This is an optimization exercise on Yosys and OpenROAD, whose aim is small area, a short achievable clock period and few clock cycles per item, not a production implementation.
At most, simulation tests tie the RTL to the original design; equivalence was not proved.
The flow treats the clock pin as an ideal source. Dropping or thinning the clock tree relies on that and would not hold on a real chip.
Power and IR drop assume default switching activity.

== the previous run ==
==> flow/design.v <==
`timescale 1ns / 1ps
module lzss_decoder (
  input logic rst_,
  input logic clk,
  input logic literal,
  input logic data_ready,
  input logic [3*8-1:0] data_in,
  output logic new_data_ready,
  output logic data_valid,
  output logic [8-1:0] data_out
);
  localparam int WIN = 56;
  logic       t_valid;     
  logic       t_lit;       
  logic       t_copy;      
  logic       t_len1;      
  logic       t_off0;      
  logic [7:0] t_byte;      
  logic [7:0] t_len;
  logic [7:0] ring [WIN-1:0];
  logic [7:0] rem;       
  logic       act;       
  logic       last;      
  logic       rep;       
  logic       empty;     
  logic       lit;       
  logic [7:0] e_byte;    
  logic [7:0] lo;        
  logic [6:0] hi;        
  logic       accept;
  logic       e_load;
  logic       in_far;
  logic       in_copy;
  logic       nxt_act;
  logic       nxt_last;
  logic       rem2_1, empty2;
  logic [7:0] byte_out;
  assign accept   = data_ready & new_data_ready;
  assign e_load   = t_valid;
  assign in_far   = (|data_in[15:6]) | (data_in[5:3] == 3'b111);
  assign in_copy  = !literal && !in_far && data_in[23:16] != 8'd0;
  assign data_out = ring[0];
  always_comb begin
    byte_out = lit ? e_byte : 8'd0;
    for (int j = 0; j < 7; j++) begin
      logic [7:0] grp;
      grp = 8'd0;
      for (int k = 0; k < 8; k++)
        for (int b = 0; b < 8; b++)
          grp[b] = grp[b] | (lo[k] & ring[8*j+k][b]);
      byte_out = byte_out | (hi[j] ? grp : 8'd0);
    end
  end
  always_comb begin
    nxt_act  = e_load ? (t_lit || t_copy) : (act && rem >= 8'd2);
    nxt_last = e_load ? (t_lit || (t_copy && t_len1)) : (act && rem == 8'd2);
    rem2_1   = accept  ? literal
             : t_valid ? (t_copy && t_len == 8'd2)
             :           rem == 8'd3;
    empty2   = empty && !act && !nxt_act && !accept;
  end
  always_ff @(posedge clk) begin
    t_lit  <= literal;
    t_copy <= in_copy;
    t_len1 <= data_in[23:16] == 8'd1;
    t_off0 <= data_in[5:0] == 6'd0;
    t_byte <= data_in[7:0];
    t_len  <= data_in[23:16];
  end
  always_ff @(posedge clk) begin
    ring[0] <= byte_out;
    for (int i = WIN-1; i >= 1; i--) ring[i] <= ring[i-1];
  end
  always_ff @(posedge clk) begin
    e_byte[7:6] <= t_byte[7:6];
    e_byte[5:0] <= e_load ? t_byte[5:0] : e_byte[5:0] - 6'd1;
  end
  always_ff @(posedge clk) begin
    if (e_load) begin
      if (t_lit)       rem <= 8'd1;
      else if (t_copy) rem <= t_len;
      else             rem <= 8'd0;
    end else begin
      rem <= rem == 8'd0 ? 8'(WIN-1) : rem - 8'd1;
    end
  end
  always_ff @(posedge clk) begin
    if (!rst_) begin
      lit  <= 1'b0;
      lo   <= 8'h80;
      hi   <= 7'h40;
    end else if (e_load) begin
      lit <= t_lit;
      for (int k = 0; k < 8; k++) lo[k] <= t_copy ? t_byte[2:0] == 3'(k) : k == 7;
      for (int j = 0; j < 7; j++) hi[j] <= t_copy ? t_byte[5:3] == 3'(j) : (j == 6 && !t_lit);
    end else if (last) begin
      lit  <= 1'b0;
      lo   <= 8'h80;
      hi   <= 7'h40;
    end else if (rep) begin
      lit  <= 1'b0;
      lo   <= 8'h01;
      hi   <= 7'h01;
    end
  end
  always_ff @(posedge clk) begin
    if (!rst_) begin
      t_valid        <= 1'b0;
      act            <= 1'b0;
      last           <= 1'b0;
      rep            <= 1'b0;
      empty          <= 1'b1;
      new_data_ready <= 1'b1;
      data_valid     <= 1'b0;
    end else begin
      t_valid        <= accept;
      act            <= nxt_act;
      last           <= nxt_last;
      rep            <= e_load ? (t_copy && t_off0 && !t_len1)
                               : (act && rem >= 8'd3 && e_byte[5:0] == 6'd1);
      empty          <= empty & !act;
      new_data_ready <= rem2_1 || empty2;
      data_valid     <= act;
    end
  end
endmodule
export LEC_CHECK = 0
export CAP_MARGIN = 20
export CORE_MARGIN = 2
export CORE_UTILIZATION = 65
export CTS_CLUSTER_DIAMETER = 60
export CTS_CLUSTER_SIZE = 15
export SETUP_SLACK_MARGIN = 3.2
export SLEW_MARGIN = 20
create_clock -name core_clock -period 5.0 [get_ports {clk}]
standard.sh (not shown) runs the stock make flow with config.mk's settings and CLKGATE_MAP_FILE= SYNTH_SCRIPT=/design/flow/synth_recipe.tcl, a recipe that flattens the netlist after the stock synthesis.
==> flow/flow/run.sh <==
#!/bin/bash
set -euo pipefail
R=orfs/results/${FLOW_PLATFORM}/lzss_decoder/base
bash standard.sh "BUFFER_PORTS_ARGS=-buffer_cell sky130_fd_sc_hd__buf_1" cts > 1_standard_to_cts.log 2>&1
cp $R/4_cts.odb $R/4_cts_orig.odb
R=$R openroad -no_init -exit flow/flatten_clock_tree.tcl > 2_flatten_clock_tree.log 2>&1
bash standard.sh finish > 3_standard_finish.log 2>&1
Other scripts of this flow, unchanged in this note and not shown: flow/flow/flatten_clock_tree.tcl
Testbench counts of the previous run, summed over its fixed seeds: cycles 20,582, bytes 20,566.
### the previous run -> the current run
==> flow/design.v, changed modules only <==
module lzss_decoder (
  input logic rst_,
  input logic clk,
  input logic literal,
  input logic data_ready,
  input logic [3*8-1:0] data_in,
  output logic new_data_ready,
  output logic data_valid,
  output logic [8-1:0] data_out
);
  localparam int WIN = 56;
  logic       t_valid;     
  logic       t_lit;       
  logic       t_copy;      
  logic       t_len1;      
  logic       t_off0;      
  logic [7:0] t_byte;      
  logic [7:0] t_len;
  logic [7:0] ring [WIN-1:0];
  logic [7:0] rem;       
  logic       act;       
  logic       last;      
  logic       rep;       
  logic       empty;     
  logic       lit;       
  logic [7:0] e_byte;    
  logic [7:0] lo_a;      
  logic [7:0] lo_b;      
  logic [6:0] hi;        
  logic       accept;
  logic       e_load;
  logic       in_far;
  logic       in_copy;
  logic       nxt_act;
  logic       nxt_last;
  logic       rem2_1, empty2;
  logic [7:0] byte_out;
  assign accept   = data_ready & new_data_ready;
  assign e_load   = t_valid;
  assign in_far   = (|data_in[15:6]) | (data_in[5:3] == 3'b111);
  assign in_copy  = !literal && !in_far && data_in[23:16] != 8'd0;
  assign data_out = ring[0];
  always_comb begin
    byte_out = lit ? e_byte : 8'd0;
    for (int j = 0; j < 7; j++) begin
      logic [7:0] grp;
      grp = 8'd0;
      for (int k = 0; k < 8; k++)
        for (int b = 0; b < 8; b++)
          grp[b] = grp[b] | ((b % 2 == 0 ? lo_a[k] : lo_b[k]) & ring[8*j+k][b]);
      byte_out = byte_out | (hi[j] ? grp : 8'd0);
    end
  end
  always_comb begin
    nxt_act  = e_load ? (t_lit || t_copy) : (act && rem >= 8'd2);
    nxt_last = e_load ? (t_lit || (t_copy && t_len1)) : (act && rem == 8'd2);
    rem2_1   = accept  ? literal
             : t_valid ? (t_copy && t_len == 8'd2)
             :           rem == 8'd3;
    empty2   = empty && !act && !nxt_act && !accept;
  end
  always_ff @(posedge clk) begin
    t_lit  <= literal;
    t_copy <= in_copy;
    t_len1 <= data_in[23:16] == 8'd1;
    t_off0 <= data_in[5:0] == 6'd0;
    t_byte <= data_in[7:0];
    t_len  <= data_in[23:16];
  end
  always_ff @(posedge clk) begin
    ring[0] <= byte_out;
    for (int i = WIN-1; i >= 1; i--) ring[i] <= ring[i-1];
  end
  always_ff @(posedge clk) begin
    e_byte[7:6] <= t_byte[7:6];
    e_byte[5:0] <= e_load ? t_byte[5:0] : e_byte[5:0] - 6'd1;
  end
  always_ff @(posedge clk) begin
    if (e_load) begin
      if (t_lit)       rem <= 8'd1;
      else if (t_copy) rem <= t_len;
      else             rem <= 8'd0;
    end else begin
      rem <= rem == 8'd0 ? 8'(WIN-1) : rem - 8'd1;
    end
  end
  always_ff @(posedge clk) begin
    if (!rst_) begin
      lit  <= 1'b0;
      lo_a <= 8'h80;
      lo_b <= 8'h80;
      hi   <= 7'h40;
    end else if (e_load) begin
      lit <= t_lit;
      for (int k = 0; k < 8; k++) begin
        lo_a[k] <= t_copy ? t_byte[2:0] == 3'(k) : (k == 7 && !t_lit);
        lo_b[k] <= t_copy ? t_byte[2:0] == 3'(k) : (k == 7 || t_lit);
      end
      for (int j = 0; j < 7; j++) hi[j] <= t_copy ? t_byte[5:3] == 3'(j) : (j == 6 && !t_lit);
    end else if (last) begin
      lit  <= 1'b0;
      lo_a <= 8'h80;
      lo_b <= 8'h80;
      hi   <= 7'h40;
    end else if (rep) begin
      lit  <= 1'b0;
      lo_a <= 8'h01;
      lo_b <= 8'h01;
      hi   <= 7'h01;
    end
  end
  always_ff @(posedge clk) begin
    if (!rst_) begin
      t_valid        <= 1'b0;
      act            <= 1'b0;
      last           <= 1'b0;
      rep            <= 1'b0;
      empty          <= 1'b1;
      new_data_ready <= 1'b1;
      data_valid     <= 1'b0;
    end else begin
      t_valid        <= accept;
      act            <= nxt_act;
      last           <= nxt_last;
      rep            <= e_load ? (t_copy && t_off0 && !t_len1)
                               : (act && rem >= 8'd3 && e_byte[5:0] == 6'd1);
      empty          <= empty & !act;
      new_data_ready <= rem2_1 || empty2;
      data_valid     <= act;
    end
  end
endmodule
--- outcome ---
The current run: no failed stages, no open violations at the end. Per the comparison of the current run with the previous run, number of sinks handled by clock tree synthesis grew by 1.6%; proportion of cell area occupied by multi-input gates now larger. STATUS power: the current run loses against the previous run. The previous run → the current run: die area went up; number of sequential storage elements went up about 1.6%; via count of the first global-routing pass went down by about 1.2%; synthesis-stage register bit count now sits higher.
No functional check of the RTL was part of the current run.

// lzss_decoder: RTL as listed in full above, without the edits since
export LEC_CHECK = 0
export CAP_MARGIN = 20
export CORE_MARGIN = 2
export CORE_UTILIZATION = 65
export CTS_CLUSTER_DIAMETER = 60
export CTS_CLUSTER_SIZE = 15
export SETUP_SLACK_MARGIN = 3.2
export SLEW_MARGIN = 20
create_clock -name core_clock -period 5.0 [get_ports {clk}]
Scripts as last shown in full above: flow/flow/run.sh
Other scripts of this flow, unchanged in this note and not shown: flow/flow/flatten_clock_tree.tcl
Testbench counts at the start, summed over its fixed seeds: cycles 20,582, bytes 20,566.
Then changed:
--- a/flow/design.v
+++ b/flow/design.v
@@ -10,14 +10,12 @@
   output logic [8-1:0] data_out
 );
   localparam int WIN = 56;
   logic       t_valid;     
   logic       t_lit;       
   logic       t_copy;      
-  logic       t_len1;      
-  logic       t_off0;      
   logic [7:0] t_byte;      
   logic [7:0] t_len;
   logic [7:0] ring [WIN-1:0];
   logic [7:0] rem;       
   logic       act;       
   logic       last;      
@@ -50,23 +48,21 @@
           grp[b] = grp[b] | (lo[k] & ring[8*j+k][b]);
       byte_out = byte_out | (hi[j] ? grp : 8'd0);
     end
   end
   always_comb begin
     nxt_act  = e_load ? (t_lit || t_copy) : (act && rem >= 8'd2);
-    nxt_last = e_load ? (t_lit || (t_copy && t_len1)) : (act && rem == 8'd2);
+    nxt_last = e_load ? (t_lit || (t_copy && t_len == 8'd1)) : (act && rem == 8'd2);
     rem2_1   = accept  ? literal
              : t_valid ? (t_copy && t_len == 8'd2)
              :           rem == 8'd3;
     empty2   = empty && !act && !nxt_act && !accept;
   end
   always_ff @(posedge clk) begin
     t_lit  <= literal;
     t_copy <= in_copy;
-    t_len1 <= data_in[23:16] == 8'd1;
-    t_off0 <= data_in[5:0] == 6'd0;
     t_byte <= data_in[7:0];
     t_len  <= data_in[23:16];
   end
   always_ff @(posedge clk) begin
     ring[0] <= byte_out;
     for (int i = WIN-1; i >= 1; i--) ring[i] <= ring[i-1];
@@ -113,13 +109,13 @@
       new_data_ready <= 1'b1;
       data_valid     <= 1'b0;
     end else begin
       t_valid        <= accept;
       act            <= nxt_act;
       last           <= nxt_last;
-      rep            <= e_load ? (t_copy && t_off0 && !t_len1)
+      rep            <= e_load ? (t_copy && t_byte[5:0] == 6'd0 && t_len != 8'd1)
                                : (act && rem >= 8'd3 && e_byte[5:0] == 6'd1);
       empty          <= empty & !act;
       new_data_ready <= rem2_1 || empty2;
       data_valid     <= act;
     end
   end
Effect: Non-clock buffer count goes down by 7. Final cell count goes down slightly. Synthesized area goes down slightly. Global-route usage goes up by 0.44 points. Total power barely changes. Worst setup slack improves by 0.0037 ns. Hold slack degrades by 0.0032 ns. Sequential cell count goes down by 2. Combinational power goes down by a little under a tenth. Utilization goes up by 0.74 points. Design area goes down slightly. Routed wire length goes up slightly.
Testbench counts after the change, summed over its fixed seeds: cycles 20,582, bytes 20,566.

## separate check: timing with driven ports
The results above use ideal ports. As a check the final layouts listed here were re-extracted and re-timed, cells and wires unchanged.
Step 1: set_driving_cell puts a clkbuf_16 on clk and a buf_2 on each other input, an assumption about the parent block.
Step 2 moves the port delays by t, midway between the first and last clock arrival at a register: inputs arrive t later, outputs are due t later. That takes back most of the time a late clock gives input paths.
a / b / c = ideal ports / drivers / drivers and shift; a / b = the first two.
run | t, ns | slack for setup (ns) | hold WS [ns] | worst register clock-pin slew, ns | worst data-port slew with drivers (ns)
the previous run | 0.433 | 3.165 / 3.073 / 3.075 | 0.329 / 0.329 / 0.329 | 0.09 / 0.09 | 0.03
the current run | 0.426 | 3.178 / 3.086 / 2.891 | 0.327 / 0.327 / 0.327 | 0.09 / 0.09 | 0.03
the first run of note 2 | 0.429 | 3.171 / 3.083 / 3.066 | 0.340 / 0.340 / 0.340 | 0.10 / 0.10 | 0.03
the second run of note 2 | 0.433 | 3.174 / 3.075 / 3.121 | 0.337 / 0.337 / 0.337 | 0.10 / 0.10 | 0.04
After both steps every run listed still meets setup and hold. The setup slack of the current run, which loses most, moves by -0.092 ns with the drivers and by -0.287 ns with both steps.
